This design comes from an exercise in tuning for small area on the open sky130 flow, not from production work.
In this exercise RTL edits were held to simulation tests only and were not proved equivalent to the original.
Power figures rest on the tool's default switching activity, not on a simulated workload.

`flow/run.sh`:
```
#!/bin/bash
# synth_recipe.tcl (not shown) runs the flow's synth.tcl, then flattens the netlist and writes it again
# the make line also repeats each setting of config.mk as NAME=value (left out here)
make -C /OpenROAD-flow-scripts/flow DESIGN_CONFIG=/design/flow/config.mk WORK_HOME=/design/flow/orfs CLKGATE_MAP_FILE= SYNTH_SCRIPT=/design/flow/synth_recipe.tcl finish
```
`flow/config.mk`:
```
export PLATFORM = sky130hd
export DESIGN_NAME = pong
export DESIGN_NICKNAME = pong
export VERILOG_FILES = /design/flow/design.v
export SDC_FILE = /design/flow/constraint.sdc
export NUM_CORES = 4
export LEC_CHECK = 0
export CAP_MARGIN = 20
export CORE_MARGIN = 2
export CORE_UTILIZATION = 40
export SLEW_MARGIN = 20
```
`flow/constraint.sdc`:
```
create_clock -name core_clock -period 20.0 [get_ports {clk_50M}]
set_input_delay 4.0000 -clock core_clock [delete_from_list [all_inputs] [get_ports {clk_50M}]]
set_output_delay 4.0000 -clock core_clock [all_outputs]
set_load 0.01 [all_outputs]
```
`flow/design.v`:
```
`default_nettype none
module pong(
	input logic clk_50M,
	input logic rst,
	input logic [16:0] sw,
	input logic [3:0] btns_b,
	output logic [17:0] ledr,
	output logic [8:0] ledg,
    output logic HS, VS,
    output logic [23:0] VGA_RGB,
    output logic VGA_clk,
    output logic VGA_blank
);
	logic [3:0] btns;
	assign btns = ~btns_b;
	logic clk;
	assign clk = clk_50M;
	logic lpad_up_btn, lpad_dn_btn;
	logic rpad_up_btn, rpad_dn_btn;
	logic do_stripes;
	logic put_into_play;
	assign lpad_dn_btn = btns[3];
	assign lpad_up_btn = btns[2];
	assign rpad_dn_btn = btns[1];
	assign rpad_up_btn = btns[0];
	assign put_into_play = sw[0];
	assign do_stripes = sw[16];
	logic in_play, in_play_n;
	logic [2:0] lpad_score, lpad_score_n;
	logic [2:0] rpad_score, rpad_score_n;
	logic [9:0] ball_pos_x, ball_pos_x_n;
	logic [9:0] ball_pos_y, ball_pos_y_n;
	logic ball_dir_x, ball_dir_x_n;
	logic ball_dir_y, ball_dir_y_n;
	logic [25:0] game_period, game_period_n;
	logic [25:0] cycle_count, cycle_count_n;
	logic [9:0] lpad_pos, lpad_pos_n;
	logic [9:0] rpad_pos, rpad_pos_n;
	logic [9:0] lpad_min, lpad_max;
	logic [9:0] rpad_min, rpad_max;
	assign lpad_min = lpad_pos;
	assign lpad_max = lpad_pos+10'd40;
	assign rpad_min = rpad_pos;
	assign rpad_max = rpad_pos+10'd40;
	logic do_update;
	assign do_update = (cycle_count == game_period);
	assign ledg = 'b0;
	assign ledr[2:0] = rpad_score;
	assign ledr[5:3] = lpad_score;
	assign ledr[17:6] = 'b0;
	logic display_done;  
	logic [9:0] vga_row;
	logic [9:0] vga_col;
	logic clk_25M;
    logic [2:0] stripes_color;
	vga v(.display_done(display_done), .HS(HS), .VS(VS), .VGA_clk(VGA_clk), .VGA_blank(VGA_blank),
	      .vga_row(vga_row), .vga_col(vga_col), .clk_25M(clk_25M), .clk_50M(clk_50M), .rst(rst));
	stripes s(.vga_color(stripes_color), .vga_row(vga_row), .vga_col(vga_col));
	logic in_lpad_ver, in_lpad_hor;
	logic in_rpad_ver, in_rpad_hor;
	logic in_ball_ver, in_ball_hor;
	logic in_lpad, in_rpad, in_ball;
	range_check #(.W(10)) lpad_ver_rc(.is_between(in_lpad_ver), .val(vga_row), .low(lpad_min), .high(lpad_max));
	range_check #(.W(10)) lpad_hor_rc(.is_between(in_lpad_hor), .val(vga_col), .low(10'd10-4'd5), .high(10'd10));
	range_check #(.W(10)) rpad_ver_rc(.is_between(in_rpad_ver), .val(vga_row), .low(rpad_min), .high(rpad_max));
	range_check #(.W(10)) rpad_hor_rc(.is_between(in_rpad_hor), .val(vga_col), .low(10'd629-4'd5), .high(10'd629));
	range_check #(.W(10)) ball_ver_rc(.is_between(in_ball_ver), .val(vga_row), .low(ball_pos_y), .high(ball_pos_y+4'd10));
	range_check #(.W(10)) ball_hor_rc(.is_between(in_ball_hor), .val(vga_col), .low(ball_pos_x), .high(ball_pos_x+4'd10));
	assign in_lpad = in_lpad_ver & in_lpad_hor;
	assign in_rpad = in_rpad_ver & in_rpad_hor;
	assign in_ball = in_ball_ver & in_ball_hor;
	always_comb begin
		VGA_RGB = 24'b0;
		if(do_stripes) begin
			VGA_RGB = {stripes_color[2], 7'b0, stripes_color[1], 7'b0, stripes_color[0], 7'b0};
		end else begin
			if(in_lpad)
				VGA_RGB = 24'hFF_FF_FF;
			if(in_rpad)
				VGA_RGB = 24'hFF_FF_FF;
			if(in_ball)
				VGA_RGB = 24'hFF_FF_FF;
		end
	end
	ff_ar #(.W(1), .RV(1'b0)) in_play_ff(.q(in_play), .d(in_play_n), .clk(clk), .rst(rst));
	ff_ar #(.W(26), .RV(26'd1000)) game_period_reg(.q(game_period), .d(game_period_n), .clk(clk), .rst(rst));
	ff_ar #(.W(26), .RV(26'd0)) cycle_count_reg(.q(cycle_count), .d(cycle_count_n), .clk(clk), .rst(rst));
	ff_ar #(.W(3)) lpad_score_reg(.q(lpad_score), .d(lpad_score_n), .clk(clk), .rst(rst));
	ff_ar #(.W(3)) rpad_score_reg(.q(rpad_score), .d(rpad_score_n), .clk(clk), .rst(rst));
	ff_ar #(.W(10), .RV((10'd640 >> 1))) ball_pos_x_reg(.q(ball_pos_x), .d(ball_pos_x_n), .clk(clk), .rst(rst));
	ff_ar #(.W(10), .RV((10'd480 >> 1))) ball_pos_y_reg(.q(ball_pos_y), .d(ball_pos_y_n), .clk(clk), .rst(rst));
	ff_ar #(.W(1), .RV(1'b0)) ball_dir_x_ff(.q(ball_dir_x), .d(ball_dir_x_n), .clk(clk), .rst(rst));
	ff_ar #(.W(1), .RV(1'b0  )) ball_dir_y_ff(.q(ball_dir_y), .d(ball_dir_y_n), .clk(clk), .rst(rst));
	ff_ar #(.W(10), .RV((10'd240-(10'd40>>1)))) lpad_pos_reg(.q(lpad_pos), .d(lpad_pos_n), .clk(clk), .rst(rst));
	ff_ar #(.W(10), .RV((10'd240-(10'd40>>1)))) rpad_pos_reg(.q(rpad_pos), .d(rpad_pos_n), .clk(clk), .rst(rst));
	logic ball_hit_lpad;
	logic ball_hit_rpad;
	logic ball_hit_pad;
	logic ball_off_top;
	logic ball_off_bottom;
	logic ball_off_left;
	logic ball_off_right;
	logic ball_off_sides;
	logic ball_off_wall;
	assign ball_hit_lpad = (ball_pos_x == 10'd10) & (ball_pos_y >= lpad_pos) & (ball_pos_y <= (lpad_pos+10'd40));
	assign ball_hit_rpad = ((ball_pos_x + 4'd10) == (10'd629-4'd5)) & (ball_pos_y >= rpad_pos) & (ball_pos_y <= (rpad_pos+10'd40));
	assign ball_hit_pad = ball_hit_lpad | ball_hit_rpad;
	assign ball_off_top     = (ball_pos_y == 10'd0)                ? 1'b1 : 1'b0;
	assign ball_off_bottom  = (ball_pos_y == 10'd480-10'd1)  ? 1'b1 : 1'b0;
	assign ball_off_left    = (ball_pos_x == 10'd0)               ? 1'b1 : 1'b0;
	assign ball_off_right   = (ball_pos_x == 10'd640-10'd1) ? 1'b1 : 1'b0;
	assign ball_off_sides   = ball_off_left | ball_off_right;
	assign ball_off_wall    = ball_off_top | ball_off_bottom;
	always_comb begin
		in_play_n = in_play;
		if(do_update) begin
			if(in_play & ball_off_sides)
				in_play_n = 1'b0;
			if(~in_play & put_into_play)
				in_play_n = 1'b1;
		end
	end
	assign game_period_n = (do_update & ball_off_sides) ? game_period - (game_period >> 3) : game_period;
	assign cycle_count_n = (do_update) ? 26'd0 : (cycle_count + 1'd1);
	assign lpad_score_n = (do_update & ball_off_right) ? lpad_score + 1'b1 : lpad_score;
	assign rpad_score_n = (do_update & ball_off_left) ? rpad_score + 1'b1 : rpad_score;
	always_comb begin
		ball_pos_x_n = ball_pos_x;
		ball_pos_y_n = ball_pos_y;
		if(do_update) begin
			if(ball_off_sides) begin
				ball_pos_x_n = (10'd640 >> 1);
				ball_pos_y_n = (10'd480 >> 1);
			end
			else begin
				if(in_play) begin
					if(ball_dir_x_n == 1'b1)
						ball_pos_x_n = ball_pos_x+1'd1;
					if(ball_dir_x_n == 1'b0)
						ball_pos_x_n = ball_pos_x-1'd1;
					if(ball_dir_y_n == 1'b1)
						ball_pos_y_n = ball_pos_y+1'd1;
					if(ball_dir_y_n == 1'b0)
						ball_pos_y_n = ball_pos_y-1'd1;
				end
			end
		end
	end
	assign ball_dir_x_n = (do_update & (ball_hit_pad | ball_off_sides))?  ~ball_dir_x : ball_dir_x;
	assign ball_dir_y_n = (do_update & ball_off_wall)?                    ~ball_dir_y : ball_dir_y;
	always_comb begin
		lpad_pos_n = lpad_pos;
		if(do_update & in_play) begin
			case({lpad_up_btn,lpad_dn_btn})
				2'b00: lpad_pos_n = lpad_pos;
				2'b01: lpad_pos_n = lpad_pos + 1'b1;
				2'b10: lpad_pos_n = lpad_pos - 1'b1;
				default: lpad_pos_n = lpad_pos;
			endcase
			if(lpad_pos_n <= 'd0)
				lpad_pos_n = lpad_pos;
			if(lpad_pos_n+10'd40 >= 10'd480)
				lpad_pos_n = lpad_pos;
		end
	end
	always_comb begin
		rpad_pos_n = rpad_pos;
		if(do_update & in_play) begin
			case({rpad_up_btn,rpad_dn_btn})
				2'b00: rpad_pos_n = rpad_pos;
				2'b01: rpad_pos_n = rpad_pos + 1'b1;
				2'b10: rpad_pos_n = rpad_pos - 1'b1;
				default: rpad_pos_n = rpad_pos;
			endcase
			if(rpad_pos_n <= 'd0)
				rpad_pos_n = rpad_pos;
			if(rpad_pos_n+10'd40 >= 10'd480)
				rpad_pos_n = rpad_pos;
		end
	end
endmodule
module ff_ar #(parameter W=1, RV={W{1'b0}}) (
	input logic [W-1:0] d,
	output logic [W-1:0] q,
	input logic clk, rst);
	always_ff @(posedge clk, posedge rst) begin
		if(rst)
			q <= RV;
		else
			q <= d;
	end
endmodule
module vga(
    output logic display_done,
    output logic HS, VS,
    output logic VGA_clk,
    output logic VGA_blank,
    output logic [9:0] vga_row,
    output logic [9:0] vga_col,
    output logic clk_25M,
    input logic clk_50M, rst);
    logic clr_clk, clr_line, inc_line;
    logic HS_b, VS_b;
    logic [9:0] clk_cnt;
    logic [9:0] line_cnt;
    logic max_line;
    logic clr_line_50M;
    assign display_done = clr_line && ~clr_line_50M;
    always @(posedge clk_50M, posedge rst) begin
        if(rst)    clr_line_50M <= 1'b0;
        else        clr_line_50M <= clr_line;
    end
    assign HS = ~HS_b;
    assign VS = ~VS_b;
    assign clr_clk = inc_line;
    assign clr_line = clr_clk && max_line;
    always_ff @(posedge clk_50M, posedge rst) begin
        if(rst)    clk_25M <= 1'b0;
        else        clk_25M <= ~clk_25M;
    end
    logic HS_porch_b, VS_porch_b;
    range_check #(10) VS_portch_rc(.is_between(VS_porch_b), .val(vga_row), .low(10'd0), .high(10'd480-1'b1));
    range_check #(10) HS_portch_rc(.is_between(HS_porch_b), .val(vga_col), .low(10'd0), .high(10'd640-1'b1));
    assign VGA_blank = ~(~HS_porch_b | ~VS_porch_b);  
    assign VGA_clk = ~clk_25M;
    logic pix_en;
    assign pix_en = ~clk_25M;
    counter #(10,10'd0) clk_counter(.cnt(clk_cnt), .clk(clk_50M), .rst(rst), .inc(pix_en), .clr(clr_clk & pix_en));
    counter #(10,10'd0) line_counter(.cnt(line_cnt), .clk(clk_50M), .rst(rst), .inc(inc_line & pix_en), .clr(clr_line & pix_en));
    compare #(10) cmp_clk(.eq(inc_line), .aGT(), .bGT(), .a(clk_cnt), .b(((10'd96 + 10'd48)+10'd640+10'd16)-1'b1));
    compare #(10) cmp_line(.eq(max_line), .aGT(), .bGT(), .a(line_cnt), .b(((10'd2 + 10'd29)+10'd480+10'd10)-1'b1));
    range_check #(10) HS_rc(.is_between(HS_b), .val(clk_cnt), .low(10'd0), .high(10'd96-1'b1));
    addSub #(10) col_offset(.result(vga_col), .z(), .n(), .a(clk_cnt), .b((10'd96 + 10'd48)), .add(1'b0));
    range_check #(10) VS_rc(.is_between(VS_b), .val(line_cnt), .low(10'd0), .high(10'd2-1'b1));
    addSub #(10) row_offset(.result(vga_row), .z(), .n(), .a(line_cnt), .b((10'd2 + 10'd29)), .add(1'b0));
endmodule
module stripes(
    output logic [2:0] vga_color,
    input logic [9:0] vga_row,
    input logic [9:0] vga_col);
    logic black, blue, green, cyan, red, purple, yellow, white;
    range_check #(10) black_rc    (black, vga_col,10'd0,  10'd79);
    range_check #(10) blue_rc     (blue,  vga_col,10'd80, 10'd159);
    range_check #(10) green_rc    (green, vga_col,10'd160,10'd239);
    range_check #(10) cyan_rc     (cyan,  vga_col,10'd240,10'd319);
    range_check #(10) red_rc      (red,   vga_col,10'd320,10'd399);
    range_check #(10) purple_rc   (purple,vga_col,10'd400,10'd479);
    range_check #(10) yellow_rc   (yellow,vga_col,10'd480,10'd559);
    range_check #(10) white_rc    (white, vga_col,10'd560,10'd639);
    assign vga_color[2] = red | purple | yellow | white;
    assign vga_color[1] = green | cyan | yellow | white;
    assign vga_color[0] = blue | cyan | purple | white;
endmodule
module compare
    #(parameter W=1) (
    output logic eq, aGT, bGT,
    input logic [W-1:0] a, b);
    assign eq = (a == b) ? 1'b1 : 1'b0;
    assign aGT = (a > b) ? 1'b1 : 1'b0;
    assign bGT = (b > a) ? 1'b1 : 1'b0;
endmodule
module addSub
    #(parameter W=1) (
    output logic [W-1:0] result,
    output logic z, n,
    input logic [W-1:0] a, b,
    input logic add);
    assign result = (add) ? (a+b) : (a-b);
    assign z = (result == 0) ? 1'b1 : 1'b0;
    assign n = result[W-1];
endmodule
module range_check
    #(parameter W=1) (
    output logic is_between,
    input logic [W-1:0] val, low, high);
    assign is_between = ((val >= low) && (val <= high)) ? 1'b1 : 1'b0;
endmodule
module counter #(parameter W=8, RV={W{1'b0}}) (
    output logic [W-1:0] cnt,
    input logic clr, inc,
    input logic clk, rst);
    logic [W-1:0] count_d;
    logic en;
    assign count_d = (clr) ? RV : (cnt+1'b1);
    assign en = inc || clr;
    ff_ar_en #(W, RV) count(.q(cnt), .d(count_d), .en(en), .clk(clk), .rst(rst));
endmodule
module ff_ar_en #(parameter W=1, RV={W{1'b0}}) (
    output logic [W-1:0] q,
    input logic [W-1:0] d,
    input logic en, clk, rst);
    logic [W-1:0] mux_out;
    assign mux_out = (en) ? d : q;
    ff_ar #(W,RV) ff(.q(q), .d(mux_out), .clk(clk), .rst(rst));
endmodule
```
==> summary.txt <==
-- critical path, cell delays in order --
cell             delay, ps
clkdlybuf4s50_1        490
nor4_1                 770
o221ai_1               400
o311ai_2               160
buf_4                  280
o21bai_1               140
clkdlybuf4s50_1        560
-- cell usage in the layout, fill, tap and decap left out, types with 7 or more instances in the layout --
cell type / n
a211oi_1: 15
a21o_1: 50
a21oi_1: 73
a22oi_1: 7
a31oi_1: 16
and2_1: 13
and3_1: 20
clkbuf_16: 17
clkdlybuf4s50_1: 41
conb_1: 21
dfrtp_1: 100
dfstp_2: 22
ha_1: 170
inv_1: 104
mux2_2: 9
mux2i_1: 9
nand2_1: 109
nand2b_1: 16
nand3_1: 41
nand4_1: 29
nor2_1: 93
nor2b_1: 17
nor3_1: 29
nor3b_1: 8
nor4_1: 17
o21a_1: 19
o21ai_0: 97
o21bai_1: 13
or3_1: 14
xnor2_1: 73
xor2_1: 64
-- cells by family after synthesis --
family,Yosys count,share of synthesized area (%)
flops,122,24.4
fa+ha+maj,179,17.9
buf+inv,182,6.79
mux,25,2.20
other cells,1,0.0297
compound gates,377,19.9
xor+xnor,140,10.0
simple gates,450,18.7
-- cell type report --
cell class	count	area [µm²]	share of cell area (%)
inverters	107	404	2.93
well taps	402	503	3.65
multi-input cells	1192	8770	63.6
clock inverters	14	138	0.999
repair buffers	46	448	3.25
flip-flops and latches	122	3080	22.4
clock buffers	18	439	3.19
-- per-stage QoR --
stage | cells | hold slack (ps) | total power (W) | utilization, %
final | 1901 | 476 | 0.00154 | 44.0
after global routing | 1901 | 500 | 0.00168 | 44.0
after CTS | 1901 | 487 | 0.00154 | 44.0
after detailed placement | 1869 | 475 | 0.00122 | 42.2
after global placement | 1869 | 457 | 0.00120 | 42.2
after floorplan | 1496 | 479 | 0.00104 | -
-- metal layers --
layer  vias up  track usage [%]
met5         -                0
met4         0             4.49
met3        24             2.49
met2       136             31.6
met1      5042             26.0
li1       5303                -
-- worst max path at each step --
stage	from	endpoint	slack [ps]	depth (start not counted)
finish	sw[16]	VGA_RGB[7]	9200	7
global route	sw[16]	VGA_RGB[7]	9230	7
CTS	sw[16]	VGA_RGB[7]	9350	7
detailed placement	sw[16]	VGA_RGB[7]	9350	7
global placement	sw[16]	VGA_RGB[7]	9430	7
floorplan	sw[16]	VGA_RGB[7]	9900	4
-- power breakdown --
part,internal [W],total (W),switching [W]
Combinational,0.000373,0.000836,0.000463
Sequential,0.000299,0.000393,0.0000941
Clock,0.000177,0.000310,0.000133
Total,0.000849,0.00154,0.000690
-- sequential cells by signal (all words and copies together) (netlist names) --
signal and flops:
lpad_pos_reg.q 10, v.clk_25M 1, v.clk_counter.count.ff.q 10, rpad_pos_reg.q 10
rpad_score_reg.q 3, ball_dir_x_ff.q 1, cycle_count_reg.q 26, ball_dir_y_ff.q 1
lpad_score_reg.q 3, in_play_ff.q 1, game_period_reg.q 26, ball_pos_x_reg.q 10
v.line_counter.count.ff.q 10, ball_pos_y_reg.q 10
==> results.yml <==
timing:
  max_slew.worst_pin.slew_ps: 1020
  hold_viol: 0
  rsz0062_at_grt: "no"
  finClkSkew_ps: 11.6
  max_slew_margin_pct: 31.8
  fmax_mhz: 92.6
  setup_viol: 0
  period_needed_ps: 10800
  finalMaxSlewViolations: 0
  period_share_pct: 54.0
  setup_ws_ps: 9200
  final.setup.tns_ps: 0
drt:
  avgRoutedWirePerCell_um: 16.0
  ant_nets: 0
  drc: 0
  dr_wl_met2_um: 14100
  met1_length_um: 15200
  routed.top_layer: "met4"
  vias: 10500
  drt_iter0_markers: 714
  viasPerCell: 5.53
  wl_met3_um: 726
  firstDrtPassIters: 5
  wirelength_um: 30400
clocking:
  cts_num_sinks: 122
  cts_hold_buf: 0
  cts_setup_buffers: 0
  ctsRootBufferMaster: "clkbuf_16"
  cts_tree: "done"
  cts_resized: 0
  htreeDepth: 4
  clk_path_buf_depth: 2
  path_clk_slew_ps: 60
  cts_buffers: 17
  clock_latency_ps: 430
placed_design:
  place_ws_ps: 9350
  gp_congestion: 0.835
  hpwl_um: 22600
  port_buffers: 41
  placed_area_mm2: 0.0132
logic_synthesis:
  synthArstFlopShare_pct: 100
  yosysMostFrequentCell: "ha_1"
  netlist_area_mm2: 0.0126
  synth-main-ff-cell: "dfrtp_1"
  synth_common_cells: "ha_1 (170), nand2_1 (109), inv_1 (105), dfrtp_1 (100), o21ai_0 (97)"
  netlist-cell-type-count: 95
  netlist_top_cells_area: "dfrtp_1 (20%), ha_1 (17%), xnor2_1 (5.1%)"
  synth_edf_count: 0
  synth_area_per_cell_um2: 8.54
  synth_top_area_cell: "dfrtp_1"
  ys_seq_elements: 122
  yosysWarnings: 10
  netlist_instances: 1476
  ys_seq_area_share_pct: 24.4
  yosysTopAreaCellShare_pct: 19.8
global_route:
  grt_pass1_wl_um: 51400
  antenna_found_initial: 0
  grt_max_degree: 65
  grt_pass1_vias: 10100
  grt_usage_pct: 18.9
  grt.overflow.total: 0
hold_path:
  hp-class: "reg -> reg"
  hold-path-cell-count: 1
  hold_end: "lpad_score_reg.q[2]$_DFFE_PP0P_"
  worstHoldStart: "lpad_score_reg.q[2]$_DFFE_PP0P_"
die:
  ioPinCount: 78
  die_area_mm2: 0.0330
  coreArea_mm2: 0.0313
  num_rows: 65
  die_height_um: 182
  start_util_pct: 40.3
  die_w_um: 182
setup_path:
  regToRegEndpoint: "lpad_pos_reg.q[1]$_DFFE_PP0P_"
  worst-r2r-cell-count: 14
  crit_required_ps: 16000
  crit_path_start_kind: "primary input"
  critPathMaxFanout: 24
  end_kind: "output pin"
  rrSetupSlack_ps: 15290
  critPathKind: "in -> out"
  crit-reg2reg-launch: "lpad_pos_reg.q[0]$_DFFE_PP0P_"
  worstPathArrival_ps: 6800
finish:
  fillers: 3068
  drive_above_1_share_pct: 6.94
  layout.nets: 1683
  design_area_mm2: 0.0138
  antenna_cells: 0
  syn_to_final_growth_pct: 9.31
job:
  drv_cap: 0
pwr:
  p_per_area_mw_per_mm2: 112
  peakVddDrop_uv: 75.0
  p_leak_nw: 6.07
outcome:
  outcome: "finished clean"

[re-timing with driven ports]
How much do the figures lean on ideal ports? The routed layout below was timed once more, with nothing changed but the port constraints.
Step 1 assumes that a clkbuf_16 drives the clock port and a buf_2 every other input.
Step 2 adds t to the input delays and takes it off the output delays; t is the mean of the earliest and latest rising clock arrival at the registers after step 1. Input paths then give back, and output paths get back, about the clock's delay inside the block.
Three values: ideal, step 1, step 2; two values: the first two.
t (ns): 0.475
setup WS [ns]: 9.197 / 9.171 / 9.171
hold WS [ns]: 0.476 / 0.476 / 0.476
slew at the worst register clock pin (ns): 0.07 / 0.07
cell pins on the clock port's net: 1
After both steps setup and hold are still met in this run. The setup slack of this run moves by -0.026 ns with the drivers and by -0.026 ns with both steps.
